This is an optimization exercise on Yosys and OpenROAD, whose aim is small area and a short achievable clock period, not a production implementation.
Function was checked by simulation only, so behaviour that the tests miss may differ from the original.

## flow/design.v (module list and top-level ports; edited modules follow where they fit)
// module krv_core: 66 lines
// module mul33_array: 2060 lines
// module mul_fa: 4 lines
// module mul_ha: 4 lines
// module core: 199 lines
// module npc_sel: 47 lines
// module npc_tgt: 32 lines
// module core_body: 2252 lines
module krv_core (
	input  wire        clk,
	input  wire        rstn,
	input  wire        kplic_int,
	input  wire        core_timer_int,
	output wire        wfi,
	output wire        instr_itcm_access,
	output wire [31:0] instr_itcm_addr,
	input  wire [31:0] instr_itcm_read_data,
	input  wire        instr_itcm_read_data_valid,
	output wire        data_dtcm_access,
	input  wire        data_dtcm_ready,
	output wire        data_dtcm_rd0_wr1,
	output wire [3:0]  data_dtcm_byte_strobe,
	output wire [31:0] data_dtcm_write_data,
	output wire [31:0] data_dtcm_addr,
	input  wire [31:0] data_dtcm_read_data,
	input  wire        data_dtcm_read_data_valid,
	output wire        IAHB_access,
	output wire [31:0] IAHB_addr,
	input  wire [31:0] IAHB_read_data,
	input  wire        IAHB_read_data_valid,
	output wire        DAHB_access,
	output wire        DAHB_rd0_wr1,
	output wire [2:0]  DAHB_size,
	output wire [31:0] DAHB_write_data,
	output wire [31:0] DAHB_addr,
	input  wire        DAHB_trans_buffer_full,
	input  wire [31:0] DAHB_read_data,
	input  wire        DAHB_read_data_valid
);
  // ...
==> flow/flow/run.sh <==
#!/bin/bash
# Layout flow: the standard ORFS flow, with the timing repair steps asked
# to keep a larger setup margin (so they keep improving paths that already
# meet the clock) and plain buffers on the ports.  Every tool's output goes
# to standard.log in this folder.
set -euo pipefail
bash standard.sh SETUP_SLACK_MARGIN=13.5 "BUFFER_PORTS_ARGS=-buffer_cell sky130_fd_sc_hd__buf_2" finish > standard.log 2>&1
==> flow/standard.sh <==
#!/bin/bash
# synth_recipe.tcl (not shown) runs the flow's synth.tcl, then flattens the netlist and writes it again
# the make line also repeats each setting of config.mk as NAME=value (left out here)
make -C /OpenROAD-flow-scripts/flow DESIGN_CONFIG=/design/flow/config.mk WORK_HOME=/design/flow/orfs CLKGATE_MAP_FILE= SYNTH_SCRIPT=/design/flow/synth_recipe.tcl "${@:-finish}"
==> flow/config.mk <==
export PLATFORM = sky130hd
export DESIGN_NAME = krv_core
export DESIGN_NICKNAME = krv_core
export VERILOG_FILES = /design/flow/design.v
export SDC_FILE = /design/flow/constraint.sdc
export NUM_CORES = 8
export LEC_CHECK = 0
export CAP_MARGIN = 35
export CORE_MARGIN = 2
export CORE_UTILIZATION = 32
export CTS_CLUSTER_DIAMETER = 90
export CTS_CLUSTER_SIZE = 25
export PLACE_DENSITY = 0.55
export SLEW_MARGIN = 35
export SYNTH_HIERARCHICAL = 1
==> flow/constraint.sdc <==
create_clock -name core_clock -period 25.0 [get_ports {clk}]
set_input_delay 5.0000 -clock core_clock [delete_from_list [all_inputs] [get_ports {clk}]]
set_output_delay 5.0000 -clock core_clock [all_outputs]
set_load 0.01 [all_outputs]
==> tab_implementation.tex, run 1 <==
\begin{tabular}{lr}
\hline
Metric & Value \\
\hline
\multicolumn{2}{l}{\textbf{Status}} \\
Result of the run & timing/DRC/antenna clean \\
\multicolumn{2}{l}{\textbf{Drt}} \\
First-pass DRT Iterations & 10 \\
Post-DRT Antenna Nets & 0 \\
Top routing layer used & met5 \\
\multicolumn{2}{l}{\textbf{Worst setup path}} \\
Setup crit start & data\_dtcm\_read\_data\_valid \\
Cell breakdown of the critical path & buf\_16, a22oi\_4, mux2i\_2, o22ai\_4, buf\_12, buf\_12, mux2\_4, buf\_6 \\
Top cell family by delay on the critical path & multiplexers \\
Reg-to-reg setup timing slack & 13.89 ns \\
Largest stage delay on the critical path & around 0.32 ns \\
Crit path buf inv count & 4 \\
Worst setup path class & in2out \\
\multicolumn{2}{l}{\textbf{Finish}} \\
Largest registers in the final layout & u\_core.u\_body.u\_dec\_\_u\_gprs\_\_gpr\_q x992, u\_core.u\_body.u\_alu\_\_u\_div\_u\_\_hold\_r x64 \\
Clock buffer count & 140 \\
Final design instance area without fill & about 140000 µm² \\
Largest register FFs & $\sim$990 \\
Flip-flop and latch area & $\sim$48000 µm² \\
Multi-input logic portion of the cell area & roughly 54\% \\
Growth of design area from synthesis to finish & 10.8\% \\
Fraction of final layout cells with drive strength greater than 1 & 12.8\% \\
Non-clock buffer instance count of the final layout & around 850 \\
Largest cell class & multi-input combinational cells \\
\multicolumn{2}{l}{\textbf{Yosys}} \\
Post-Syn Area & 129000 µm² \\
Mapped Cells & 12800 \\
\multicolumn{2}{l}{\textbf{Clock network}} \\
Clock Latency Late Sink & between 0.8 and 0.9 ns \\
H-tree depth & 3 \\
\multicolumn{2}{l}{\textbf{Timing}} \\
Maximum frequency from static timing analysis & $\sim$86 MHz \\
Total Negative Setup Slacks & 0 ns \\
Final hold violation count & 0 \\
Worst max-slew margin expressed relative to the limit & roughly 22\% \\
\multicolumn{2}{l}{\textbf{Worst hold path}} \\
Min-Delay Path Class & reg2reg \\
Min-Delay Startpoint & u\_core.u\_body.u\_trap\_ctrl\_\_kplic\_int\_sync1 \\
Hold-critical path endpoint & u\_core.u\_body.u\_trap\_ctrl\_\_kplic\_int\_sync2 \\
\multicolumn{2}{l}{\textbf{Global route}} \\
Busiest layer in global routing & met2 \\
Antenna violations before repair & 71 \\
Pin count of the biggest net entering global routing & $\sim$160 \\
\multicolumn{2}{l}{\textbf{Placement}} \\
Placer congestion estimate & roughly 1.1 \\
\multicolumn{2}{l}{\textbf{Floorplanning}} \\
Num ports & 344 \\
N\_taps & between 5000 and 6000 \\
\hline
\end{tabular}
==> inputs of run 2 (changes only) <==
--- a/flow/design.v
+++ b/flow/design.v
@@ -3667,49 +3667,42 @@
 		else
 		begin
 			u_alu__u_div_u__div_cycle_cnt <= 6'h0;
 		end
 	end
 end
 wire [32 : 0] u_alu__u_div_u__step_diff = {1'b0, u_alu__u_div_u__hold_r[u_alu__u_div_u__D_DATA_WIDTH - 1 : 32]} + {1'b1, u_alu__u_div_u__src2 ^ {32{~u_alu__u_div_u__neg2}}} + {32'h0, ~u_alu__u_div_u__neg2};
 wire u_alu__u_div_u__step_ge = ~u_alu__u_div_u__step_diff[32];
-always @ (posedge u_alu__u_div_u__cpu_clk or negedge u_alu__u_div_u__cpu_rstn)
+always @ (posedge u_alu__u_div_u__cpu_clk)
 begin
-	if(!u_alu__u_div_u__cpu_rstn)
+	if(u_alu__u_div_u__start_rising && (!u_alu__u_div_u__single_cycle_div))
 	begin
-		u_alu__u_div_u__hold_r <= {u_alu__u_div_u__D_DATA_WIDTH{1'b0}};
+		u_alu__u_div_u__hold_r[32 : 1] <= u_alu__u_div_u__div_src_data1[32 - 1 : 0];
 	end
-	else
+	else if(u_alu__u_div_u__start)
 	begin
-		if(u_alu__u_div_u__start_rising && (!u_alu__u_div_u__single_cycle_div))
-		begin
-			u_alu__u_div_u__hold_r[32 : 1] <= u_alu__u_div_u__div_src_data1[32 - 1 : 0];
-		end
-		else if(u_alu__u_div_u__start)
+		if(!u_alu__u_div_u__cnt_is_32)
 		begin
-			if(!u_alu__u_div_u__cnt_is_32)
+			if(u_alu__u_div_u__step_ge)
 			begin
-				if(u_alu__u_div_u__step_ge)
-				begin
-					u_alu__u_div_u__hold_r[0] <= 1'b1;
-					u_alu__u_div_u__hold_r[u_alu__u_div_u__D_DATA_WIDTH - 1 : 32 + 1] <= u_alu__u_div_u__step_diff[32 - 2 : 0];
-					u_alu__u_div_u__hold_r[32 : 1] <= u_alu__u_div_u__hold_r[32 - 1 : 0];
-				end
-				else
-				begin
-					u_alu__u_div_u__hold_r[0] <= 1'b0;
-					u_alu__u_div_u__hold_r[u_alu__u_div_u__D_DATA_WIDTH - 1 : 1] <= u_alu__u_div_u__hold_r[u_alu__u_div_u__D_DATA_WIDTH - 2 : 0];
-				end
+				u_alu__u_div_u__hold_r[0] <= 1'b1;
+				u_alu__u_div_u__hold_r[u_alu__u_div_u__D_DATA_WIDTH - 1 : 32 + 1] <= u_alu__u_div_u__step_diff[32 - 2 : 0];
+				u_alu__u_div_u__hold_r[32 : 1] <= u_alu__u_div_u__hold_r[32 - 1 : 0];
+			end
+			else
+			begin
+				u_alu__u_div_u__hold_r[0] <= 1'b0;
+				u_alu__u_div_u__hold_r[u_alu__u_div_u__D_DATA_WIDTH - 1 : 1] <= u_alu__u_div_u__hold_r[u_alu__u_div_u__D_DATA_WIDTH - 2 : 0];
 			end
 		end
-		else
-		begin
-			u_alu__u_div_u__hold_r <= 0;
-		end
+	end
+	else
+	begin
+		u_alu__u_div_u__hold_r <= 0;
 	end
 end
 assign u_alu__u_div_u__done = u_alu__u_div_u__single_cycle_div | u_alu__u_div_u__cnt_is_32;
 wire u_alu__u_div_u__load_cycle = u_alu__u_div_u__start_rising && !u_alu__u_div_u__single_cycle_div;
 wire u_alu__u_div_u__is_div = u_alu__u_div_u__op_div | u_alu__u_div_u__op_divu;
 wire [32 - 1 : 0] u_alu__u_div_u__single_val = u_alu__u_div_u__is_div ? (u_alu__u_div_u__data2equ0 ? {32{1'b1}} : (u_alu__u_div_u__data2equ1 ? u_alu__u_div_u__src1 : {32{1'b0}}))
 						: (u_alu__u_div_u__data2equ1 ? {32{1'b0}} : u_alu__u_div_u__src1);
 wire u_alu__u_div_u__single_neg = u_alu__u_div_u__op_div & u_alu__u_div_u__data2equ1 & u_alu__u_div_u__src2[31];
==> run 2 against run 1 <==
Effect of this change: sequential share of layout area rose by 0.48 points; highest routed layer unchanged; critical endpoint is now u_core.u_body.u_dec__src_data2_ex[24]; largest cell class unchanged; via count up 0.61%; register-to-register slack worse by 0.51 ns; still clean.
==> tab_implementation.tex, run 2 <==
\begin{tabular}{lr}
\hline
Metric & Value \\
\hline
\multicolumn{2}{l}{\textbf{Floorplanning}} \\
Die area & between 400000 and 500000 µm² \\
DIE WIDTH & between 600 and 700 µm \\
Number of placement rows & roughly 230 \\
Die height & between 600 and 700 µm \\
Core Region & $\sim$400000 µm² \\
Num ports & 344 (unchanged) \\
Effective utilization at floorplan & 32.1\% \\
\multicolumn{2}{l}{\textbf{Clock network}} \\
CTS Buffer Depth & 3 \\
CTS Root Cell & sky130\_fd\_sc\_hd\_\_clkbuf\_16 \\
Clock sinks & about 1700 \\
Total clock buffers created by CTS & between 90 and 100 \\
Clock tree from TritonCTS & yes \\
Clock Latency Late Sink & 0.89 ns (about the same) \\
Clock transition at the register clock pins on the worst setup and hold paths after CTS & 0.11 ns \\
Quantity of hold-fixing buffers added after cts & 0 \\
H-tree depth & 3 (unchanged) \\
\multicolumn{2}{l}{\textbf{Yosys}} \\
Number of synthesis warnings & 8 \\
Syn avg cell area & slightly above 10 µm² \\
Mapped Cells & 12600 (-1.0\%) \\
Post-Syn Area & 129000 µm² (-0.43\%) \\
\multicolumn{2}{l}{\textbf{Worst setup path}} \\
Setup crit end kind & flop \\
Critical Path Start Type & flop \\
Worst-case reg-to-reg path depth & 25 \\
Top cell family by delay on the critical path & adder cells \\
Path length in cells of the critical path & 25 \\
CP required & about 25 ns \\
Worst path arrival time & roughly 12 ns \\
Highest-delay cell along the critical path & sky130\_fd\_sc\_hd\_\_o32ai\_1 \\
Worst setup path class & reg2reg \\
Crit path buf inv count & 3 (-1) \\
Largest fanout on the critical path & 31 \\
Most prevalent standard cell on the critical path & sky130\_fd\_sc\_hd\_\_fa\_1 \\
Largest stage delay on the critical path & 0.99 ns (+0.67 ns) \\
\multicolumn{2}{l}{\textbf{Timing}} \\
Max-slew violations & 0 \\
Crit path setup slack, layout & 13.38 ns \\
Maximum clock skew at final layout & approximately 0.1 ns \\
Part of the cycle the worst path needs & between 40\% and 50\% \\
Worst max-slew margin expressed relative to the limit & 23.0\% (+0.96 points) \\
Maximum frequency from static timing analysis & 86.1 MHz (-0.39\%) \\
Final hold violation count & 0 (unchanged) \\
Unrepaired setup endpoints after global routing & yes \\
Actual transition at the worst max-transition pin & 1.15 ns \\
Count of endpoints failing setup in the final report & 0 \\
Worst hold slack across all endpoints & approximately 0.36 ns \\
Shortest period the worst path allows & 11.62 ns \\
Total Negative Setup Slacks & 0 ns (unchanged) \\
\multicolumn{2}{l}{\textbf{Drt}} \\
Via density per instance & 6.71 \\
First-pass DRT Iterations & 13 (+3) \\
DRC Markers & 0 \\
Final Routed Wirelength & between 700 and 800 mm \\
1st-iter DRT viols & 23000 \\
Number of vias after detailed routing & $\sim$120k \\
Routed wirelength normalized by instance count & around 40 µm \\
Post-DRT Antenna Nets & 0 (unchanged) \\
\multicolumn{2}{l}{\textbf{Global route}} \\
Pin count of the biggest net entering global routing & 146 (-7.6\%) \\
Busiest layer in global routing & met2 \\
Number of global-route vias before repair & around 110k \\
Total gr overflow & 0 \\
Antenna violations before repair & 69 (-2.8\%) \\
Met3 layer usage reported by global route & a little under an eighth \\
Met2 usage & 47.7\% \\
First-pass GRT wire length & between 900 and 1000 mm \\
Overall routing resource usage & around 34\% \\
GRT met1 Usage & between 40\% and 50\% \\
\multicolumn{2}{l}{\textbf{Finish}} \\
Largest registers in the final layout & u\_core.u\_body.u\_dec\_\_u\_gprs\_\_gpr\_q x992, u\_core.u\_body.u\_alu\_\_u\_div\_u\_\_hold\_r x64 \\
Final design instance area without fill & 142000 µm² (-0.70\%) \\
Largest reg by FF count & u\_core.u\_body.u\_dec\_\_u\_gprs\_\_gpr\_q \\
Fraction of final layout cells with drive strength greater than 1 & 12.7\% (-0.13 points) \\
Commonest non-fill, non-tap cells in the layout & sky130\_fd\_sc\_hd\_\_nand2\_1 (1767), sky130\_fd\_sc\_hd\_\_edfxtp\_1 (1260), sky130\_fd\_sc\_hd\_\_fa\_1 (966), sky130\_fd\_sc\_hd\_\_a21oi\_1 (691), sky130\_fd\_sc\_hd\_\_nor2\_1 (656) \\
Largest register FFs & 992 (unchanged) \\
Count of nets after finishing & 14000 \\
Growth of design area from synthesis to finish & 10.5\% \\
Most common library cell in the layout ignoring fill and taps & sky130\_fd\_sc\_hd\_\_nand2\_1 \\
\multicolumn{2}{l}{\textbf{Status}} \\
Result of the run & timing/DRC/antenna clean \\
\multicolumn{2}{l}{\textbf{Placement}} \\
Worst setup slack before clock tree synthesis & about 13 ns \\
Number of buffers inserted by port buffering & roughly 310 \\
Placed wire-length estimate after detailed placement & between 400 and 500 mm \\
Post-place instance area & 137000 µm² \\
Placer congestion estimate & 1.04 (-2.0\%) \\
\multicolumn{2}{l}{\textbf{Worst hold path}} \\
Min-Delay Path Class & reg2reg \\
Number of cells on the worst hold path & 0 \\
\multicolumn{2}{l}{\textbf{Job}} \\
Max-cap check violation count & 0 \\
\hline
\end{tabular}
[run 2: changes by cell type in the layout (fill, tap and decap cells not counted), moves of 16 or more]
cell,previous run,this run
sky130_fd_sc_hd__edfxtp_1,1196,1260
sky130_fd_sc_hd__nor2_1,594,656
sky130_fd_sc_hd__a22o_1,353,376
sky130_fd_sc_hd__o21ai_0,568,534
sky130_fd_sc_hd__a221oi_1,323,300
sky130_fd_sc_hd__a21oi_1,607,691
sky130_fd_sc_hd__nand3_1,329,292
sky130_fd_sc_hd__dfrtp_1,409,344
sky130_fd_sc_hd__nand3b_1,20,4
sky130_fd_sc_hd__nor3_1,177,199
sky130_fd_sc_hd__mux2_2,71,42
sky130_fd_sc_hd__nand2_1,1854,1767
[run 2: cell type report]
type / count / area (µm²)
sequential: 1693 / 48600
inverter: 334 / 1280
fill: 40400 / 259000
clock inverter: 41 / 683
antenna: 47 / 118
tap: 5287 / 6620
clock buffer: 135 / 2490
timing repair buffer: 857 / 6620
multi-input combinational: 9572 / 75900
[run 2: final timing paths]
path	from	end	slack (ns)
min in group asynchronous	rstn	u_core.u_body.u_fetch__pc[28]	4.23
max in group asynchronous	rstn	u_core.u_body.u_mcsr__is_int	18.67
min	u_core.u_body.u_trap_ctrl__kplic_int_sync2	u_core.u_body.u_trap_ctrl__meip	0.36
max reg2reg	u_core.u_body.u_dec__src_data2_ex[6]	u_core.u_body.u_dec__src_data2_ex[24]	13.38
max	u_core.u_body.u_dec__src_data2_ex[6]	u_core.u_body.u_dec__src_data2_ex[24]	13.38
min reg2reg	u_core.u_body.u_trap_ctrl__kplic_int_sync2	u_core.u_body.u_trap_ctrl__meip	0.36
[run 2: timing repair]
| action | CTS | global route |
|---|---|---|
| buffers inserted | 29 | 34 |
| setup endpoints to repair | 15 | 15 |
| pin swaps | 10 | 20 |
| cloned | 4 | 5 |
| gates resized for setup | 103 | 101 |
[run 2: stage by stage]
| step | std cells | utilization, % |
|---|---|---|
| floorplan | 12700 | - |
| global placement | 17600 | 34.0 |
| detailed placement | 17700 | 34.1 |
| CTS | 17900 | 35.1 |
| global route | 17900 | 35.4 |
| finish | 18000 | 35.4 |
[run 2: layer usage]
| layer | part of all wire (%) | wire (µm) |
|---|---|---|
| met2 | 41 | 290000 |
| met3 | 15 | 104000 |
| met1 | 36 | 256000 |
| met4 | 9.1 | 65200 |
| met5 | 0.046 | 329 |
==> inputs of run 3 (changes only) <==
--- a/flow/config.mk
+++ b/flow/config.mk
@@ -12,3 +12,3 @@
 export CTS_CLUSTER_SIZE = 25
-export PLACE_DENSITY = 0.55
+export PLACE_DENSITY = 0.65
 export SLEW_MARGIN = 35
==> run 3 against run 2 <==
Effect of this change: synthesized cell count did not move; setup slack improved by 0.091 ns; sequential share of layout area rose by 0.063 points; clock skew rose by 0.00089 ns; die area did not move; critical path depth fell by 4; critical path type is now reg2out; critical endpoint is now instr_itcm_addr[0]; highest routed layer unchanged.
==> tab_implementation.tex, run 3 <==
\begin{tabular}{lr}
\hline
Metric & Value \\
\hline
\multicolumn{2}{l}{\textbf{Yosys}} \\
Mapped Cells & 12600 (unchanged) \\
Number of synthesis warnings & 8 (unchanged) \\
Syn avg cell area & 10.2 µm² (unchanged) \\
Post-Syn Area & 129000 µm² (unchanged) \\
\multicolumn{2}{l}{\textbf{Global route}} \\
Overall routing resource usage & 32.1\% (-1.6 points) \\
Pin count of the biggest net entering global routing & 133 (-8.9\%) \\
First-pass GRT wire length & 924 mm (-3.9\%) \\
Number of global-route vias before repair & 114000 (+0.85\%) \\
Antenna violations before repair & 72 (+4.3\%) \\
Total gr overflow & 0 (unchanged) \\
\multicolumn{2}{l}{\textbf{Worst setup path}} \\
Worst setup path class & reg2out \\
Largest fanout on the critical path & 8 (-74\%) \\
Critical Path Start Type & flop \\
Setup crit end kind & primary output \\
Cell breakdown of the critical path & inv\_1, ha\_1, nor3\_1, nand2\_1, or3\_1, o21ai\_0, mux2i\_1, o211ai\_1, nor2b\_2, buf\_6, nand2\_1, o21ai\_2, nand2\_1, or4\_4, nor3\_4, mux2i\_4, o22ai\_4, buf\_12, buf\_16, mux2\_2, buf\_2 \\
Largest stage delay on the critical path & 0.83 ns (-0.16 ns) \\
Crit path buf inv count & 5 (+2) \\
Most prevalent standard cell on the critical path & sky130\_fd\_sc\_hd\_\_nand2\_1 \\
Worst path arrival time & 6.53 ns (-5.52 ns) \\
Highest-delay cell along the critical path & sky130\_fd\_sc\_hd\_\_edfxtp\_1 \\
Top cell family by delay on the critical path & simple AND/OR/NAND/NOR gates \\
CP required & 20.00 ns (-5.44 ns) \\
\multicolumn{2}{l}{\textbf{Clock network}} \\
Clock Latency Late Sink & 0.88 ns (about the same) \\
Clock tree from TritonCTS & yes \\
Clock sinks & 1693 (unchanged) \\
Quantity of hold-fixing buffers added after cts & 0 (unchanged) \\
CTS Buffer Depth & 3 (unchanged) \\
Clock transition at the register clock pins on the worst setup and hold paths after CTS & 0.11 ns (about the same) \\
CTS Root Cell & sky130\_fd\_sc\_hd\_\_clkbuf\_16 \\
Total clock buffers created by CTS & 93 (unchanged) \\
H-tree depth & 3 (unchanged) \\
\multicolumn{2}{l}{\textbf{Finish}} \\
Most common library cell in the layout ignoring fill and taps & sky130\_fd\_sc\_hd\_\_nand2\_1 \\
Number of filler instances in the final layout & 40100 (-0.60\%) \\
Growth of design area from synthesis to finish & 10.3\% \\
Commonest non-fill, non-tap cells in the layout & sky130\_fd\_sc\_hd\_\_nand2\_1 (1766), sky130\_fd\_sc\_hd\_\_edfxtp\_1 (1260), sky130\_fd\_sc\_hd\_\_fa\_1 (965), sky130\_fd\_sc\_hd\_\_a21oi\_1 (675), sky130\_fd\_sc\_hd\_\_nor2\_1 (660) \\
Filler-free cell count of the finished design & 17900 (-0.095\%) \\
Largest reg by FF count & u\_core.u\_body.u\_dec\_\_u\_gprs\_\_gpr\_q \\
Largest registers in the final layout & u\_core.u\_body.u\_dec\_\_u\_gprs\_\_gpr\_q x992, u\_core.u\_body.u\_alu\_\_u\_div\_u\_\_hold\_r x64 \\
Count of nets after finishing & 14000 (-0.14\%) \\
Fraction of final layout cells with drive strength greater than 1 & 12.5\% (-0.13 points) \\
Largest register FFs & 992 (unchanged) \\
\multicolumn{2}{l}{\textbf{Drt}} \\
Final Routed Wirelength & 684 mm (-4.4\%) \\
First-pass DRT Iterations & 15 (+2) \\
1st-iter DRT viols & 25900 (+13\%) \\
Routed wirelength normalized by instance count & 38.1 µm (-4.3\%) \\
Post-DRT Antenna Nets & 0 (unchanged) \\
Number of vias after detailed routing & 121000 (+0.71\%) \\
Via density per instance & 6.77 (+0.80\%) \\
DRC Markers & 0 (unchanged) \\
\multicolumn{2}{l}{\textbf{Floorplanning}} \\
Die area & 408000 µm² (unchanged) \\
DIE WIDTH & 639 µm (unchanged) \\
Die height & 639 µm (unchanged) \\
Num ports & 344 (unchanged) \\
Effective utilization at floorplan & 32.1\% (unchanged) \\
Number of placement rows & 233 (unchanged) \\
Core Region & 402000 µm² (unchanged) \\
\multicolumn{2}{l}{\textbf{Timing}} \\
Total Negative Setup Slacks & 0 ns (unchanged) \\
Max-slew violations & 0 (unchanged) \\
Part of the cycle the worst path needs & 46.1\% (-0.36 points) \\
Maximum frequency from static timing analysis & 86.8 MHz (+0.79\%) \\
Actual transition at the worst max-transition pin & 1.15 ns (+0.00309 ns) \\
Shortest period the worst path allows & 11.53 ns (-0.0909 ns) \\
Unrepaired setup endpoints after global routing & yes \\
Final hold violation count & 0 (unchanged) \\
Maximum clock skew at final layout & 0.0992 ns (+0.000894 ns) \\
Count of endpoints failing setup in the final report & 0 (unchanged) \\
Worst max-slew margin expressed relative to the limit & 22.8\% (-0.21 points) \\
\multicolumn{2}{l}{\textbf{Placement}} \\
Number of buffers inserted by port buffering & 306 (unchanged) \\
Placed wire-length estimate after detailed placement & 455 mm (-5.9\%) \\
Cell count after placement & 17600 (-0.15\%) \\
Placer congestion estimate & 1.06 (+2.5\%) \\
\multicolumn{2}{l}{\textbf{Status}} \\
Result of the run & timing/DRC/antenna clean \\
\multicolumn{2}{l}{\textbf{Job}} \\
Max-cap check violation count & 0 (unchanged) \\
\multicolumn{2}{l}{\textbf{Worst hold path}} \\
Min-Delay Path Class & reg2reg \\
\hline
\end{tabular}
-- run 3: worst paths after layout --
| check | start | end | slack [ns] | cells after the start |
|---|---|---|---|---|
| hold reg to reg | u_core.u_body.u_trap_ctrl__kplic_int_sync1 | u_core.u_body.u_trap_ctrl__kplic_int_sync2 | 0.35 | 0 |
| max in group asynchronous | rstn | u_core.u_body.u_dec__jalr_ex | 18.62 | 4 |
| setup / recovery | u_core.u_body.u_dec__src_data1_ex[21] | instr_itcm_addr[0] | 13.47 | 21 |
| setup reg to reg | u_core.u_body.u_dec__src_data1_ex[21] | u_core.u_body.u_mcsr__mtvec_base[9] | 13.91 | 27 |
| min in group asynchronous | rstn | u_core.u_body.u_fetch__pc[28] | 4.09 | 1 |
| hold / removal | u_core.u_body.u_trap_ctrl__kplic_int_sync1 | u_core.u_body.u_trap_ctrl__kplic_int_sync2 | 0.35 | 0 |
-- run 3: layer usage --
layer | part of all wire, % | global-route usage (%) | vias up
met5 | 0.065 | 0.177 | -
met4 | 10 | 25.2 | 58
met3 | 16 | 12.9 | 3314
met2 | 40 | 45.2 | 12200
met1 | 34 | 38.8 | 59500
li1 | - | - | 46300
-- run 3: through the flow --
step                setup WS (ns)  util, %  instance area [µm²]  hold WS [ns]
global route                13.29     35.3               142000         0.374
CTS                         13.46     35.0               141000         0.357
floorplan                   13.56        -               129000         0.331
finish                      13.47     35.4               142000         0.351
detailed placement          12.89     34.1               137000         0.339
global placement            12.40     34.0               136000         0.336
-- run 3: cell type report --
cell class	count	area (µm²)	area share (%)
Antenna cell	50	125	0.0881
Clock buffer	138	2500	1.76
Clock inverter	37	722	0.508
Inverter	334	1290	0.909
Multi-Input combinational cell	9572	75800	53.4
Sequential cell	1693	48600	34.2
Tap cell	5287	6620	4.66
Timing Repair Buffer	838	6340	4.46
-- run 3: timing repair --
item / in CTS / in global routing
buffers inserted: 25 / 37
resized for setup: 98 / 103
cloned: 3 / 5
setup endpoints to repair: 15 / 15
pin swaps: 11 / 28
-- run 3: worst reg2reg max path, stage by stage (launching register included) --
cell	delay, ns
sky130_fd_sc_hd__edfxtp_1	0.83
sky130_fd_sc_hd__buf_4	0.77
sky130_fd_sc_hd__nand2_1	0.25
sky130_fd_sc_hd__fa_1	0.62
sky130_fd_sc_hd__fa_1	0.46
sky130_fd_sc_hd__fa_1	0.54
sky130_fd_sc_hd__fa_1	0.46
sky130_fd_sc_hd__fa_1	0.42
sky130_fd_sc_hd__fa_1	0.52
sky130_fd_sc_hd__fa_1	0.42
sky130_fd_sc_hd__ha_1	0.47
sky130_fd_sc_hd__a21oi_1	0.58
sky130_fd_sc_hd__and4_1	0.30
sky130_fd_sc_hd__o21ai_1	0.08
sky130_fd_sc_hd__buf_4	0.21
sky130_fd_sc_hd__a41o_1	0.27
sky130_fd_sc_hd__a21oi_1	0.22
sky130_fd_sc_hd__xnor2_1	0.16
sky130_fd_sc_hd__a221oi_1	0.27
sky130_fd_sc_hd__o21ai_0	0.13
sky130_fd_sc_hd__a21oi_1	0.51
sky130_fd_sc_hd__o21ai_0	0.18
sky130_fd_sc_hd__a21boi_1	0.20
sky130_fd_sc_hd__buf_4	0.22
sky130_fd_sc_hd__o21ai_0	0.85
sky130_fd_sc_hd__inv_1	0.48
sky130_fd_sc_hd__a211oi_1	0.44
sky130_fd_sc_hd__nor2_1	0.07
==> inputs of run 4 (changes only) <==
--- a/flow/flow/run.sh
+++ b/flow/flow/run.sh
@@ -6,2 +6,2 @@
 set -euo pipefail
-bash standard.sh SETUP_SLACK_MARGIN=13.5 "BUFFER_PORTS_ARGS=-buffer_cell sky130_fd_sc_hd__buf_2" finish > standard.log 2>&1
+bash standard.sh SETUP_SLACK_MARGIN=14.0 "BUFFER_PORTS_ARGS=-buffer_cell sky130_fd_sc_hd__buf_2" finish > standard.log 2>&1
--- a/flow/config.mk
+++ b/flow/config.mk
@@ -10,4 +10,4 @@
 export CORE_UTILIZATION = 32
-export CTS_CLUSTER_DIAMETER = 90
-export CTS_CLUSTER_SIZE = 25
+export CTS_CLUSTER_DIAMETER = 85
+export CTS_CLUSTER_SIZE = 22
 export PLACE_DENSITY = 0.65
==> run 4 against run 3 <==
Effect of this change: flip-flop and latch count did not move; die area did not move; maximum frequency rose by 0.35%; first-iteration DRC count fell by 1.7%; critical path depth fell by 13; non-clock buffer count rose by 3; clock skew rose by 0.013 ns; critical path type is now in2out; largest cell class unchanged.
==> tab_implementation.tex, run 4 <==
\begin{tabular}{lr}
\hline
Metric & Value \\
\hline
\multicolumn{2}{l}{\textbf{Floorplanning}} \\
Die area & 408000 µm² (unchanged) \\
Num ports & 344 (unchanged) \\
Effective utilization at floorplan & 32.1\% (unchanged) \\
Number of placement rows & 233 (unchanged) \\
DIE WIDTH & 639 µm (unchanged) \\
Core Region & 402000 µm² (unchanged) \\
Die height & 639 µm (unchanged) \\
\multicolumn{2}{l}{\textbf{Timing}} \\
Unrepaired setup endpoints after global routing & yes \\
Count of endpoints failing setup in the final report & 0 (unchanged) \\
Worst hold slack across all endpoints & 0.363 ns (+0.0117 ns) \\
Maximum frequency from static timing analysis & 87.1 MHz (+0.35\%) \\
Actual transition at the worst max-transition pin & 1.19 ns (+0.0381 ns) \\
Worst max-slew margin expressed relative to the limit & 20.5\% (-2.3 points) \\
Shortest period the worst path allows & 11.49 ns (-0.0405 ns) \\
Part of the cycle the worst path needs & 45.9\% (-0.16 points) \\
Maximum clock skew at final layout & 0.112 ns (+0.0128 ns) \\
Final hold violation count & 0 (unchanged) \\
Total Negative Setup Slacks & 0 ns (unchanged) \\
Max-slew violations & 0 (unchanged) \\
\multicolumn{2}{l}{\textbf{Clock network}} \\
Clock Latency Late Sink & 0.89 ns (about the same) \\
Clock transition at the register clock pins on the worst setup and hold paths after CTS & 0.09 ns (-0.02 ns) \\
Clock sinks & 1693 (unchanged) \\
H-tree depth & 3 (unchanged) \\
CTS Buffer Depth & 3 (unchanged) \\
Quantity of hold-fixing buffers added after cts & 0 (unchanged) \\
CTS Root Cell & sky130\_fd\_sc\_hd\_\_clkbuf\_16 \\
Total clock buffers created by CTS & 100 (+7.5\%) \\
Clock tree from TritonCTS & yes \\
\multicolumn{2}{l}{\textbf{Worst setup path}} \\
Reg-to-reg setup timing slack & 13.78 ns (-0.13 ns) \\
Worst setup path class & in2out \\
CP required & 20.00 ns (about the same) \\
Setup crit start & data\_dtcm\_read\_data\_valid \\
Largest fanout on the critical path & 8 (unchanged) \\
Worst-case reg-to-reg path depth & 26 (-3.7\%) \\
Launch instance of the worst register-to-register path & u\_core.u\_body.u\_dec\_\_src\_data2\_ex[5] \\
Critical Path Start Type & primary input \\
Worst path arrival time & 6.49 ns (-0.04 ns) \\
Setup crit end kind & primary output \\
Endpoint of the worst register-to-register path & u\_core.u\_body.u\_trap\_ctrl\_\_mtval[4] \\
\multicolumn{2}{l}{\textbf{Finish}} \\
Count of nets after finishing & 14000 (+0.064\%) \\
Largest registers in the final layout & u\_core.u\_body.u\_dec\_\_u\_gprs\_\_gpr\_q x992, u\_core.u\_body.u\_alu\_\_u\_div\_u\_\_hold\_r x64 \\
Final design utilization & 35.5\% (+0.090 points) \\
Filler-free cell count of the finished design & 18000 (+0.095\%) \\
Largest register FFs & 992 (unchanged) \\
Most common library cell in the layout ignoring fill and taps & sky130\_fd\_sc\_hd\_\_nand2\_1 \\
Largest reg by FF count & u\_core.u\_body.u\_dec\_\_u\_gprs\_\_gpr\_q \\
Growth of design area from synthesis to finish & 10.5\% \\
Commonest non-fill, non-tap cells in the layout & sky130\_fd\_sc\_hd\_\_nand2\_1 (1765), sky130\_fd\_sc\_hd\_\_edfxtp\_1 (1260), sky130\_fd\_sc\_hd\_\_fa\_1 (964), sky130\_fd\_sc\_hd\_\_a21oi\_1 (688), sky130\_fd\_sc\_hd\_\_nor2\_1 (656) \\
Fraction of final layout cells with drive strength greater than 1 & 12.6\% (+0.039 points) \\
\multicolumn{2}{l}{\textbf{Drt}} \\
Post-DRT Antenna Nets & 0 (unchanged) \\
Number of vias after detailed routing & 122000 (+0.65\%) \\
DRC Markers & 0 (unchanged) \\
First-pass DRT Iterations & 13 (-2) \\
1st-iter DRT viols & 25400 (-1.7\%) \\
Via density per instance & 6.80 (+0.56\%) \\
Final Routed Wirelength & 692 mm (+1.1\%) \\
Routed wirelength normalized by instance count & 38.5 µm (+1.0\%) \\
\multicolumn{2}{l}{\textbf{Placement}} \\
Placer congestion estimate & 1.08 (+1.9\%) \\
Cell count after placement & 17700 (+0.074\%) \\
Number of buffers inserted by port buffering & 306 (unchanged) \\
Placed wire-length estimate after detailed placement & 463 mm (+1.8\%) \\
\multicolumn{2}{l}{\textbf{Yosys}} \\
Post-Syn Area & 129000 µm² (unchanged) \\
Syn avg cell area & 10.2 µm² (unchanged) \\
Mapped Cells & 12600 (unchanged) \\
Number of synthesis warnings & 8 (unchanged) \\
\multicolumn{2}{l}{\textbf{Worst hold path}} \\
Number of cells on the worst hold path & 0 (unchanged) \\
Hold-critical path endpoint & u\_core.u\_body.u\_trap\_ctrl\_\_meip \\
Min-Delay Path Class & reg2reg \\
Min-Delay Startpoint & u\_core.u\_body.u\_trap\_ctrl\_\_kplic\_int\_sync2 \\
\multicolumn{2}{l}{\textbf{Job}} \\
Max-cap check violation count & 0 (unchanged) \\
\multicolumn{2}{l}{\textbf{Global route}} \\
Total gr overflow & 0 (unchanged) \\
First-pass GRT wire length & 934 mm (+1.1\%) \\
Pin count of the biggest net entering global routing & 136 (+2.3\%) \\
Antenna violations before repair & 77 (+6.9\%) \\
Overall routing resource usage & 32.6\% (+0.43 points) \\
Number of global-route vias before repair & 115000 (+0.74\%) \\
\multicolumn{2}{l}{\textbf{Status}} \\
Result of the run & timing/DRC/antenna clean \\
\hline
\end{tabular}
[run 4: cell type report]
cell class | instances | area, µm²
Fill cell | 40300 | 259000
Multi-Input combinational cell | 9571 | 75900
Sequential cell | 1693 | 48600
Tap cell | 5287 | 6620
Timing Repair Buffer | 841 | 6530
Clock buffer | 155 | 2740
Inverter | 334 | 1290
Clock inverter | 35 | 569
Antenna cell | 50 | 125
[run 4: repair_timing]
item                       CTS  global route
cloned                       3             7
setup endpoints to repair   15            32
gates resized for setup    116           116
hold endpoints to repair     0             0
pin swaps                   13            32
buffers inserted            24            32
[run 4: critical path, cell delays in order]
cell	delay, ns
sky130_fd_sc_hd__buf_16	0.11
sky130_fd_sc_hd__a22oi_4	0.22
sky130_fd_sc_hd__mux2i_2	0.29
sky130_fd_sc_hd__o22ai_4	0.10
sky130_fd_sc_hd__buf_12	0.17
sky130_fd_sc_hd__buf_12	0.16
sky130_fd_sc_hd__mux2_4	0.31
sky130_fd_sc_hd__buf_6	0.12
[run 4: worst max path at each step]
stage | to | slack, ns | depth (start not counted)
after detailed placement | instr_itcm_addr[0] | 12.95 | 7
final | instr_itcm_addr[12] | 13.51 | 8
after global routing | instr_itcm_addr[12] | 13.47 | 8
after global placement | instr_itcm_access | 12.61 | 7
after CTS | instr_itcm_addr[12] | 13.48 | 8
after floorplan | instr_itcm_addr[10] | 13.97 | 5
[run 4: layer usage]
layer | vias to the layer above | share of wire [%] | GRT usage, %
met3 | 3422 | 16 | 13.0
met1 | 60100 | 33 | 39.1
li1 | 46300 | - | -
met5 | - | 0.069 | 0.295
met4 | 52 | 11 | 26.7
met2 | 12400 | 40 | 45.7
[run 4: stage by stage]
step           area (µm²)  setup slack (ns)
2_1_floorplan      129000             13.97
3_3_place_gp       137000             12.61
3_5_place_dp       137000             12.95
4_1_cts            141000             13.48
5_1_grt            142000             13.47
6_report           142000             13.51
==> inputs of run 5 (changes only) <==
--- a/flow/config.mk
+++ b/flow/config.mk
@@ -10,5 +10,5 @@
 export CORE_UTILIZATION = 32
-export CTS_CLUSTER_DIAMETER = 85
-export CTS_CLUSTER_SIZE = 22
-export PLACE_DENSITY = 0.65
+export CTS_CLUSTER_DIAMETER = 90
+export CTS_CLUSTER_SIZE = 20
+export PLACE_DENSITY = 0.6
 export SLEW_MARGIN = 35
==> run 5 against run 4 <==
Effect of this change: still clean on timing, DRC and antenna; clock skew fell by 0.0099 ns; final cell count barely moved; first-iteration DRC count fell by 3.9%; global-route usage rose by 0.22 points; largest cell class unchanged; highest routed layer unchanged.
==> tab_implementation.tex, run 5 <==
\begin{tabular}{lr}
\hline
Metric & Value \\
\hline
\multicolumn{2}{l}{\textbf{Status}} \\
Result of the run & timing/DRC/antenna clean \\
\multicolumn{2}{l}{\textbf{Timing}} \\
Unrepaired setup endpoints after global routing & yes \\
Maximum clock skew at final layout & 0.102 ns (-0.00987 ns) \\
Actual transition at the worst max-transition pin & 1.17 ns (-0.0271 ns) \\
Worst max-slew margin expressed relative to the limit & 22.3\% (+1.8 points) \\
Count of endpoints failing setup in the final report & 0 (unchanged) \\
Maximum frequency from static timing analysis & 86.2 MHz (-1.0\%) \\
Max-slew violations & 0 (unchanged) \\
Worst hold slack across all endpoints & 0.358 ns (-0.00492 ns) \\
Part of the cycle the worst path needs & 46.4\% (+0.47 points) \\
Total Negative Setup Slacks & 0 ns (unchanged) \\
Final hold violation count & 0 (unchanged) \\
Shortest period the worst path allows & 11.60 ns (+0.118 ns) \\
Crit path setup slack, layout & 13.40 ns (-0.118 ns) \\
\multicolumn{2}{l}{\textbf{Global route}} \\
Antenna violations before repair & 81 (+5.2\%) \\
Overall routing resource usage & 32.8\% (+0.22 points) \\
Total gr overflow & 0 (unchanged) \\
Pin count of the biggest net entering global routing & 149 (+9.6\%) \\
First-pass GRT wire length & 940 mm (+0.60\%) \\
Number of global-route vias before repair & 114000 (-0.78\%) \\
\multicolumn{2}{l}{\textbf{Yosys}} \\
Syn avg cell area & 10.2 µm² (unchanged) \\
Number of synthesis warnings & 8 (unchanged) \\
Mapped Cells & 12600 (unchanged) \\
Post-Syn Area & 129000 µm² (unchanged) \\
\multicolumn{2}{l}{\textbf{Finish}} \\
Fraction of final layout cells with drive strength greater than 1 & 12.3\% (-0.31 points) \\
Largest registers in the final layout & u\_core.u\_body.u\_dec\_\_u\_gprs\_\_gpr\_q x992, u\_core.u\_body.u\_alu\_\_u\_div\_u\_\_hold\_r x64 \\
Largest reg by FF count & u\_core.u\_body.u\_dec\_\_u\_gprs\_\_gpr\_q \\
Most common library cell in the layout ignoring fill and taps & sky130\_fd\_sc\_hd\_\_nand2\_1 \\
Number of filler instances in the final layout & 40200 (-0.13\%) \\
Final design instance area without fill & 142000 µm² (-0.35\%) \\
Filler-free cell count of the finished design & 18000 (-0.072\%) \\
Final design utilization & 35.3\% (-0.12 points) \\
Growth of design area from synthesis to finish & 10.2\% \\
Flip-flop and latch area & 48600 µm² (about the same) \\
Largest register FFs & 992 (unchanged) \\
Combined area of the multi-input logic cells & 75800 µm² (-0.13\%) \\
Count of nets after finishing & 14000 (-0.13\%) \\
Commonest non-fill, non-tap cells in the layout & sky130\_fd\_sc\_hd\_\_nand2\_1 (1766), sky130\_fd\_sc\_hd\_\_edfxtp\_1 (1260), sky130\_fd\_sc\_hd\_\_fa\_1 (965), sky130\_fd\_sc\_hd\_\_a21oi\_1 (682), sky130\_fd\_sc\_hd\_\_nor2\_1 (661) \\
\multicolumn{2}{l}{\textbf{Clock network}} \\
Quantity of hold-fixing buffers added after cts & 0 (unchanged) \\
CTS Root Cell & sky130\_fd\_sc\_hd\_\_clkbuf\_16 \\
H-tree depth & 3 (unchanged) \\
Clock Latency Late Sink & 0.90 ns (about the same) \\
Clock sinks & 1693 (unchanged) \\
CTS Buffer Depth & 3 (unchanged) \\
Clock tree from TritonCTS & yes \\
Clock transition at the register clock pins on the worst setup and hold paths after CTS & 0.09 ns (about the same) \\
Total clock buffers created by CTS & 104 (+4.0\%) \\
\multicolumn{2}{l}{\textbf{Worst hold path}} \\
Number of cells on the worst hold path & 0 (unchanged) \\
Min-Delay Path Class & reg2reg \\
Hold-critical path endpoint & u\_core.u\_body.u\_trap\_ctrl\_\_kplic\_int\_sync2 \\
Min-Delay Startpoint & u\_core.u\_body.u\_trap\_ctrl\_\_kplic\_int\_sync1 \\
\multicolumn{2}{l}{\textbf{Worst setup path}} \\
Worst path arrival time & 6.60 ns (+0.11 ns) \\
Most prevalent standard cell on the critical path & sky130\_fd\_sc\_hd\_\_buf\_12 \\
Highest-delay cell along the critical path & sky130\_fd\_sc\_hd\_\_mux2\_4 \\
Largest stage delay on the critical path & 0.30 ns (about the same) \\
Critical Path Start Type & primary input \\
Setup crit end kind & primary output \\
Largest fanout on the critical path & 6 (-2) \\
Cell breakdown of the critical path & buf\_16, buf\_12, a22oi\_4, mux2i\_2, o22ai\_4, buf\_12, buf\_12, mux2\_4, buf\_6 \\
Endpoint of the worst register-to-register path & u\_core.u\_body.u\_trap\_ctrl\_\_mtval[4] \\
Worst setup path class & in2out \\
CP required & 20.00 ns (about the same) \\
Reg-to-reg setup timing slack & 14.06 ns (+0.28 ns) \\
Worst-case reg-to-reg path depth & 26 (unchanged) \\
Launch instance of the worst register-to-register path & u\_core.u\_body.u\_dec\_\_src\_data2\_ex[6] \\
\multicolumn{2}{l}{\textbf{Placement}} \\
Worst setup slack before clock tree synthesis & 12.81 ns (-0.141 ns) \\
Placer congestion estimate & 1.06 (-2.3\%) \\
Cell count after placement & 17700 (+0.028\%) \\
Post-place instance area & 137000 µm² (about the same) \\
Number of buffers inserted by port buffering & 306 (unchanged) \\
Placed wire-length estimate after detailed placement & 465 mm (+0.43\%) \\
\multicolumn{2}{l}{\textbf{Floorplanning}} \\
Effective utilization at floorplan & 32.1\% (unchanged) \\
Core Region & 402000 µm² (unchanged) \\
Number of placement rows & 233 (unchanged) \\
Die area & 408000 µm² (unchanged) \\
DIE WIDTH & 639 µm (unchanged) \\
Num ports & 344 (unchanged) \\
Die height & 639 µm (unchanged) \\
\multicolumn{2}{l}{\textbf{Job}} \\
Max-cap check violation count & 0 (unchanged) \\
\multicolumn{2}{l}{\textbf{Drt}} \\
Via density per instance & 6.73 (-1.0\%) \\
Post-DRT Antenna Nets & 0 (unchanged) \\
Routed wirelength normalized by instance count & 38.7 µm (+0.49\%) \\
DRC Markers & 0 (unchanged) \\
Final Routed Wirelength & 695 mm (+0.42\%) \\
1st-iter DRT viols & 24400 (-3.9\%) \\
Number of vias after detailed routing & 121000 (-1.1\%) \\
First-pass DRT Iterations & 11 (-2) \\
\hline
\end{tabular}
## run 5: cell types whose count changed in the layout (fill, tap and decap cells not counted), moves of 6 or more
cell	previous run	this run
sky130_fd_sc_hd__buf_6	50	33
sky130_fd_sc_hd__and3_2	54	64
sky130_fd_sc_hd__and3_4	11	1
sky130_fd_sc_hd__clkbuf_1	53	63
sky130_fd_sc_hd__buf_4	442	449
sky130_fd_sc_hd__a21oi_1	688	682
sky130_fd_sc_hd__buf_12	25	19
sky130_fd_sc_hd__buf_2	290	296
sky130_fd_sc_hd__inv_6	7	1
sky130_fd_sc_hd__o21ai_0	532	538
sky130_fd_sc_hd__xnor2_1	359	353
## run 5: per-layer routing
metal	vias up	global-route usage [%]	share of wire, %
li1	46300	-	-
met1	59500	39.6	34
met2	11900	46.4	40
met3	3064	13.1	16
met4	52	25.2	9.7
met5	-	0.201	0.064
## run 5: how the worst max path moves through the flow
stage	startpoint	end	slack, ns	cells after the start
4_1_cts	data_dtcm_read_data_valid	instr_itcm_addr[13]	13.36	9
3_5_place_dp	data_dtcm_read_data_valid	instr_itcm_addr[0]	12.81	8
5_1_grt	u_core.u_body.u_trap_ctrl__mcause[0]	instr_itcm_access	13.34	28
3_3_place_gp	data_dtcm_read_data_valid	instr_itcm_access	12.62	7
6_report	data_dtcm_read_data_valid	instr_itcm_addr[13]	13.40	9
2_1_floorplan	data_dtcm_read_data_valid	instr_itcm_addr[10]	13.97	5
## run 5: final cells by class
type	instances	area share (%)
Timing Repair Buffer	819	4.31
Tap cell	5287	4.66
Inverter	334	0.903
Antenna cell	53	0.0934
Multi-Input combinational cell	9571	53.4
Sequential cell	1693	34.3
Clock buffer	170	2.05
Clock inverter	26	0.306
## run 5: critical path, delay by kind of cell
| kind | cells | cell delay [ns] |
|---|---|---|
| AOI/OAI and AO/OA | 2 | 0.32 |
| buffers and inverters | 5 | 0.66 |
| muxes | 2 | 0.59 |
## run 5: repair_timing
item	CTS	global route
cloned	3	0
setup endpoints to repair	15	15
pin swaps	7	20
hold endpoints to repair	0	0
gates resized for setup	77	74
buffers inserted	19	15
==> inputs of run 6 (changes only) <==
--- a/flow/config.mk
+++ b/flow/config.mk
@@ -9,6 +9,6 @@
 export CORE_MARGIN = 2
-export CORE_UTILIZATION = 32
+export CORE_UTILIZATION = 40
 export CTS_CLUSTER_DIAMETER = 90
 export CTS_CLUSTER_SIZE = 20
-export PLACE_DENSITY = 0.6
+export PLACE_DENSITY = 0.55
 export SLEW_MARGIN = 35
==> run 6 against run 5 <==
Effect of this change: flip-flop and latch count did not move; still clean; synthesized area did not move; final cell count shrank 5.2%.
==> tab_implementation.tex, run 6 <==
\begin{tabular}{lr}
\hline
Metric & Value \\
\hline
\multicolumn{2}{l}{\textbf{Status}} \\
Result of the run & timing/DRC/antenna clean \\
\multicolumn{2}{l}{\textbf{Finish}} \\
Largest reg by FF count & u\_core.u\_body.u\_dec\_\_u\_gprs\_\_gpr\_q \\
Fraction of final layout cells with drive strength greater than 1 & 12.8\% (+0.51 points) \\
Count of nets after finishing & 14000 (+0.31\%) \\
Largest register FFs & 992 (unchanged) \\
Most common library cell in the layout ignoring fill and taps & sky130\_fd\_sc\_hd\_\_nand2\_1 \\
Final design utilization & 44.2\% (+8.9 points) \\
Commonest non-fill, non-tap cells in the layout & sky130\_fd\_sc\_hd\_\_nand2\_1 (1766), sky130\_fd\_sc\_hd\_\_edfxtp\_1 (1260), sky130\_fd\_sc\_hd\_\_fa\_1 (965), sky130\_fd\_sc\_hd\_\_a21oi\_1 (688), sky130\_fd\_sc\_hd\_\_nor2\_1 (655) \\
Growth of design area from synthesis to finish & 10.1\% (about the same) \\
Largest registers in the final layout & u\_core.u\_body.u\_dec\_\_u\_gprs\_\_gpr\_q x992, u\_core.u\_body.u\_alu\_\_u\_div\_u\_\_hold\_r x64 \\
Final design instance area without fill & 142000 µm² (about the same) \\
\multicolumn{2}{l}{\textbf{Timing}} \\
Shortest period the worst path allows & 11.59 ns (-0.0164 ns) \\
Worst hold slack across all endpoints & 0.354 ns (-0.00384 ns) \\
Final hold violation count & 0 (unchanged) \\
Maximum frequency from static timing analysis & 86.3 MHz (+0.14\%) \\
Part of the cycle the worst path needs & 46.3\% (-0.066 points) \\
Worst max-slew margin expressed relative to the limit & 20.9\% (-1.4 points) \\
Count of endpoints failing setup in the final report & 0 (unchanged) \\
Unrepaired setup endpoints after global routing & yes \\
Max-slew violations & 0 (unchanged) \\
Total Negative Setup Slacks & 0 ns (unchanged) \\
Actual transition at the worst max-transition pin & 1.18 ns (+0.0108 ns) \\
Maximum clock skew at final layout & 0.0790 ns (-0.0232 ns) \\
\multicolumn{2}{l}{\textbf{Floorplanning}} \\
Num ports & 344 (unchanged) \\
Core Region & 321000 µm² (-20\%) \\
Effective utilization at floorplan & 40.2\% (+8.1 points) \\
Number of placement rows & 208 (-11\%) \\
Die area & 327000 µm² (-20\%) \\
DIE WIDTH & 572 µm (-10\%) \\
Die height & 572 µm (-10\%) \\
\multicolumn{2}{l}{\textbf{Global route}} \\
Number of global-route vias before repair & 116000 (+1.8\%) \\
Pin count of the biggest net entering global routing & 156 (+4.7\%) \\
Antenna violations before repair & 64 (-21\%) \\
Total gr overflow & 0 (unchanged) \\
Overall routing resource usage & 43.2\% (+10 points) \\
First-pass GRT wire length & 976 mm (+3.9\%) \\
\multicolumn{2}{l}{\textbf{Drt}} \\
DRC Markers & 0 (unchanged) \\
Via density per instance & 7.16 (+6.3\%) \\
Final Routed Wirelength & 729 mm (+5.0\%) \\
First-pass DRT Iterations & 13 (+2) \\
1st-iter DRT viols & 22700 (-7.2\%) \\
Number of vias after detailed routing & 122000 (+0.75\%) \\
Post-DRT Antenna Nets & 0 (unchanged) \\
Routed wirelength normalized by instance count & 42.9 µm (+11\%) \\
\multicolumn{2}{l}{\textbf{Clock network}} \\
Clock transition at the register clock pins on the worst setup and hold paths after CTS & 0.09 ns (about the same) \\
Clock Latency Late Sink & 0.89 ns (about the same) \\
Clock tree from TritonCTS & yes \\
CTS Root Cell & sky130\_fd\_sc\_hd\_\_clkbuf\_16 \\
CTS Buffer Depth & 3 (unchanged) \\
Quantity of hold-fixing buffers added after cts & 0 (unchanged) \\
Total clock buffers created by CTS & 118 (+13\%) \\
Clock sinks & 1693 (unchanged) \\
H-tree depth & 3 (unchanged) \\
\multicolumn{2}{l}{\textbf{Worst hold path}} \\
Min-Delay Startpoint & u\_core.u\_body.u\_trap\_ctrl\_\_kplic\_int\_sync2 \\
Min-Delay Path Class & reg2reg \\
\multicolumn{2}{l}{\textbf{Worst setup path}} \\
CP required & 20.00 ns (about the same) \\
Setup crit start & data\_dtcm\_read\_data\_valid \\
Setup crit end kind & primary output \\
Highest-delay cell along the critical path & sky130\_fd\_sc\_hd\_\_mux2\_2 \\
Largest stage delay on the critical path & 0.32 ns (+0.02 ns) \\
Most prevalent standard cell on the critical path & sky130\_fd\_sc\_hd\_\_buf\_16 \\
Largest fanout on the critical path & 5 (-1) \\
Critical Path Start Type & primary input \\
Top cell family by delay on the critical path & buffers and inverters \\
Crit path buf inv count & 5 (unchanged) \\
Cell breakdown of the critical path & buf\_16, a22oi\_4, buf\_4, nor3\_1, o22ai\_4, buf\_12, buf\_16, mux2\_2, buf\_2 \\
Worst path arrival time & 6.59 ns (about the same) \\
Launch instance of the worst register-to-register path & u\_core.u\_body.u\_dec\_\_src\_data1\_ex[18] \\
Worst setup path class & in2out \\
\multicolumn{2}{l}{\textbf{Yosys}} \\
Number of synthesis warnings & 8 (unchanged) \\
Syn avg cell area & 10.2 µm² (unchanged) \\
Post-Syn Area & 129000 µm² (unchanged) \\
Mapped Cells & 12600 (unchanged) \\
\multicolumn{2}{l}{\textbf{Placement}} \\
Placer congestion estimate & 1.05 (-0.64\%) \\
Placed wire-length estimate after detailed placement & 498 mm (+7.2\%) \\
Post-place instance area & 136000 µm² (-0.62\%) \\
Number of buffers inserted by port buffering & 306 (unchanged) \\
\multicolumn{2}{l}{\textbf{Job}} \\
Max-cap check violation count & 0 (unchanged) \\
\hline
\end{tabular}
==> run 6: changes by cell type in the layout (fill, tap and decap cells not counted), moves of 7 or more <==
cell / before / now
sky130_fd_sc_hd__buf_4: 449 / 472
sky130_fd_sc_hd__clkbuf_16: 106 / 123
sky130_fd_sc_hd__diode_2: 53 / 39
sky130_fd_sc_hd__clkbuf_1: 63 / 50
sky130_fd_sc_hd__and3_2: 64 / 52
sky130_fd_sc_hd__and3_4: 1 / 13
sky130_fd_sc_hd__dfxtp_1: 1 / 13
sky130_fd_sc_hd__dfxtp_2: 31 / 19
sky130_fd_sc_hd__buf_6: 33 / 42
sky130_fd_sc_hd__clkinv_8: 3 / 11
sky130_fd_sc_hd__inv_6: 1 / 9
sky130_fd_sc_hd__o21ai_1: 39 / 47
sky130_fd_sc_hd__a21oi_2: 30 / 23
==> run 6: path summary, 6_finish.rpt <==
path,to,slack [ns],depth (start not counted)
setup reg to reg,u_core.u_body.u_trap_ctrl__mcause[21],14.04,28
hold reg to reg,u_core.u_body.u_trap_ctrl__meip,0.35,0
max in group asynchronous,u_core.u_body.u_dec__alu_sub_ex,19.33,3
setup / recovery,instr_itcm_access,13.41,9
hold / removal,u_core.u_body.u_trap_ctrl__meip,0.35,0
min in group asynchronous,u_core.u_body.u_fetch__pc[26],4.00,1
==> run 6: cell type report <==
class                      instances  area [µm²]
inverter                         334        1270
fill                           30300      179000
clock buffer                     169        3150
multi-input combinational       9571       76000
clock inverter                    56         888
sequential                      1693       48600
timing repair buffer             848        6390
tap                             4305        5390
antenna                           39        97.6
==> run 6: metrics by stage <==
stage	setup slack, ns	cells
finish	13.41	17000
global route	13.37	17000
CTS	13.41	16900
detailed placement	12.79	16700
global placement	12.75	16700
floorplan	13.97	12700
==> run 6: worst register-to-register path, delay by kind of cell (launching register included) <==
family | cells | cell delay (ns)
adder cells (fa/ha/maj) | 8 | 3.85
AO/OA/AOI/OAI | 11 | 3.72
AND/OR/NAND/NOR | 6 | 1.19
flip-flops | 1 | 0.84
buffers and inverters | 1 | 0.62
multiplexers | 1 | 0.48
XOR/XNOR | 1 | 0.18
==> run 6: what timing repair did <==
action	in CTS	in global routing
endpoints found under the setup margin	15	18
buffers inserted	26	19
gates cloned	3	5
pin swaps	11	25
gates resized for setup	98	57
==> run 6: per-layer routing <==
layer	GRT usage (%)	part of all wire [%]	wire [µm]	up-vias
li1	-	-	-	46400
met1	54.1	36	262000	61100
met2	62.6	42	303000	11400
met3	14.2	13	98300	2819
met4	30.7	8.9	64600	36
met5	0	0.035	257	-
==> inputs of run 7 (changes only) <==
--- a/flow/config.mk
+++ b/flow/config.mk
@@ -9,3 +9,3 @@
 export CORE_MARGIN = 2
-export CORE_UTILIZATION = 40
+export CORE_UTILIZATION = 32
 export CTS_CLUSTER_DIAMETER = 90
==> run 7 against run 6 <==
Effect of this change: register-to-register slack got worse by 0.15 ns; design area increased by 0.20%; die area increased by 25%; largest cell class unchanged; critical endpoint unchanged; wire length decreased by 3.1%; synthesized area unchanged; core utilization decreased by 8.8 points; count of clock-buffer cells in the layout decreased by 3.
==> tab_implementation.tex, run 7 <==
\begin{tabular}{lr}
\hline
Metric & Value \\
\hline
\multicolumn{2}{l}{\textbf{Yosys}} \\
Post-Syn Area & 129000 µm² (unchanged) \\
Syn avg cell area & 10.2 µm² (unchanged) \\
Number of synthesis warnings & 8 (unchanged) \\
\multicolumn{2}{l}{\textbf{Clock network}} \\
Clock tree from TritonCTS & yes \\
Clock sinks & 1693 (unchanged) \\
Total clock buffers created by CTS & 104 (-12\%) \\
\multicolumn{2}{l}{\textbf{Placement}} \\
Placer congestion estimate & 1.03 (-1.4\%) \\
Post-place instance area & 137000 µm² (+0.56\%) \\
Cell count after placement & 17700 (+5.8\%) \\
Number of buffers inserted by port buffering & 306 (unchanged) \\
\multicolumn{2}{l}{\textbf{Finish}} \\
Final design instance area without fill & 142000 µm² (+0.20\%) \\
Combined area of the multi-input logic cells & 75900 µm² (-0.22\%) \\
Count of nets after finishing & 14000 (-0.19\%) \\
Largest registers in the final layout & u\_core.u\_body.u\_dec\_\_u\_gprs\_\_gpr\_q x992, u\_core.u\_body.u\_alu\_\_u\_div\_u\_\_hold\_r x64 \\
Final design utilization & 35.4\% (-8.8 points) \\
Fraction of final layout cells with drive strength greater than 1 & 12.5\% (-0.33 points) \\
Largest register FFs & 992 (unchanged) \\
Number of filler instances in the final layout & 40400 (+33\%) \\
Commonest non-fill, non-tap cells in the layout & sky130\_fd\_sc\_hd\_\_nand2\_1 (1765), sky130\_fd\_sc\_hd\_\_edfxtp\_1 (1260), sky130\_fd\_sc\_hd\_\_fa\_1 (964), sky130\_fd\_sc\_hd\_\_a21oi\_1 (687), sky130\_fd\_sc\_hd\_\_nor2\_1 (657) \\
\multicolumn{2}{l}{\textbf{Worst hold path}} \\
Min-Delay Path Class & reg2reg \\
\multicolumn{2}{l}{\textbf{Timing}} \\
Worst hold slack across all endpoints & 0.353 ns (-0.000843 ns) \\
Crit path setup slack, layout & 13.54 ns (+0.126 ns) \\
Maximum clock skew at final layout & 0.150 ns (+0.0713 ns) \\
Unrepaired setup endpoints after global routing & yes \\
Maximum frequency from static timing analysis & 87.3 MHz (+1.1\%) \\
Actual transition at the worst max-transition pin & 1.13 ns (-0.0476 ns) \\
Total Negative Setup Slacks & 0 ns (unchanged) \\
Final hold violation count & 0 (unchanged) \\
\multicolumn{2}{l}{\textbf{Worst setup path}} \\
Worst setup path class & in2out \\
Worst path arrival time & 6.46 ns (-0.13 ns) \\
Setup crit end kind & primary output \\
\multicolumn{2}{l}{\textbf{Global route}} \\
Overall routing resource usage & 33.3\% (-9.9 points) \\
Number of global-route vias before repair & 113000 (-2.8\%) \\
\multicolumn{2}{l}{\textbf{Drt}} \\
First-pass DRT Iterations & 13 (unchanged) \\
Via density per instance & 6.69 (-6.5\%) \\
DRC Markers & 0 (unchanged) \\
Post-DRT Antenna Nets & 0 (unchanged) \\
Routed wirelength normalized by instance count & 39.3 µm (-8.3\%) \\
Final Routed Wirelength & 706 mm (-3.1\%) \\
\multicolumn{2}{l}{\textbf{Floorplanning}} \\
Effective utilization at floorplan & 32.1\% (-8.1 points) \\
Die height & 639 µm (+12\%) \\
Num ports & 344 (unchanged) \\
\multicolumn{2}{l}{\textbf{Job}} \\
Max-cap check violation count & 0 (unchanged) \\
\multicolumn{2}{l}{\textbf{Status}} \\
Result of the run & timing/DRC/antenna clean \\
\hline
\end{tabular}
## run 7: changes by cell type in the layout (fill, tap and decap cells not counted), moves of 9 or more
cell                        before  now
sky130_fd_sc_hd__buf_4         472  452
sky130_fd_sc_hd__diode_2        39   55
sky130_fd_sc_hd__buf_6          42   56
sky130_fd_sc_hd__clkbuf_16     123  109
sky130_fd_sc_hd__and3_2         52   63
sky130_fd_sc_hd__and3_4         13    2
sky130_fd_sc_hd__clkinv_8       11    2
## run 7: routing by layer
layer / share of wire (%) / track usage (%) / up-vias
li1: - / - / 46300
met1: 36 / 42.3 / 60100
met2: 40 / 47.0 / 11100
met3: 14 / 11.1 / 2738
met4: 9.2 / 24.6 / 52
met5: 0.055 / 0.0827 / -
## run 7: layout make-up
| cell class | instances | area share (%) |
|---|---|---|
| Timing Repair Buffer | 835 | 4.38 |
| Antenna cell | 55 | 0.0969 |
| Clock inverter | 31 | 0.335 |
| Tap cell | 5287 | 4.66 |
| Sequential cell | 1693 | 34.2 |
| Inverter | 334 | 0.901 |
| Clock buffer | 166 | 2.03 |
| Multi-Input combinational cell | 9571 | 53.4 |
## run 7: timing repair
| item | CTS | global route |
|---|---|---|
| cloned | 2 | 5 |
| endpoints found under the setup margin | 15 | 41 |
| resized for setup | 82 | 119 |
| pin swaps | 10 | 36 |
| buffers inserted | 19 | 29 |
## run 7: path summary, 6_finish.rpt
| kind | start | to | depth (start not counted) |
|---|---|---|---|
| setup / recovery | data_dtcm_read_data_valid | instr_itcm_access | 8 |
| hold / removal | u_core.u_body.u_trap_ctrl__kplic_int_sync2 | u_core.u_body.u_trap_ctrl__meip | 0 |
| setup reg to reg | u_core.u_body.u_dec__src_data2_ex[31] | u_core.u_body.u_mcsr__mtvec_base[9] | 28 |
| hold reg to reg | u_core.u_body.u_trap_ctrl__kplic_int_sync2 | u_core.u_body.u_trap_ctrl__meip | 0 |
| max in group asynchronous | rstn | u_core.u_body.u_dec__u_gprs__gpr_valid[10] | 4 |
| min in group asynchronous | rstn | u_core.u_body.u_fetch__pc[25] | 1 |
## run 7: critical path: stages
cell	delay, ns
sky130_fd_sc_hd__buf_16	0.11
sky130_fd_sc_hd__a22oi_4	0.20
sky130_fd_sc_hd__mux2i_2	0.29
sky130_fd_sc_hd__o22ai_4	0.11
sky130_fd_sc_hd__buf_12	0.18
sky130_fd_sc_hd__buf_16	0.14
sky130_fd_sc_hd__mux2_4	0.30
sky130_fd_sc_hd__buf_6	0.12

==> afterwards: timing with drivers on the ports <==
How much do the figures lean on ideal ports? The routed layouts below were timed once more, with nothing changed but the port constraints.
Step 1 sets driving cells, clkbuf_16 on the clock port and buf_2 on the other inputs (assumed; they add their load-dependent delay and slew).
Step 2 adds t to the input delays and takes it off the output delays; t is the mean of the earliest and latest rising clock arrival at the registers after step 1. Input paths then give back, and output paths get back, about the clock's delay inside the block.
Slacks: ideal / step 1 / step 2; pairs: ideal / step 1.
| run | t (ns) | setup slack, ns | hold slack, ns | worst setup path after step 2 |
|---|---|---|---|---|
| run 1 | 0.953 | 13.428 / 13.338 / 13.338 | 0.356 / 0.356 / 0.356 | input to output |
| run 2 | 0.959 | 13.383 / 13.212 / 13.212 | 0.360 / 0.360 / 0.360 | input to output |
| run 3 | 0.944 | 13.474 / 13.105 / 13.105 | 0.351 / 0.351 / 0.351 | input to output |
| run 4 | 0.935 | 13.514 / 13.228 / 13.228 | 0.363 / 0.363 / 0.363 | input to output |
| run 5 | 0.970 | 13.397 / 13.317 / 13.317 | 0.358 / 0.358 / 0.358 | input to output |
| run 6 | 0.956 | 13.413 / 13.329 / 13.329 | 0.354 / 0.354 / 0.354 | input to output |
| run 7 | 0.955 | 13.539 / 13.291 / 13.291 | 0.353 / 0.353 / 0.353 | input to output |
After both steps every run listed still meets setup and hold. For run 3, which loses most, drivers alone change the setup slack by -0.369 ns; drivers and shift together by -0.369 ns.
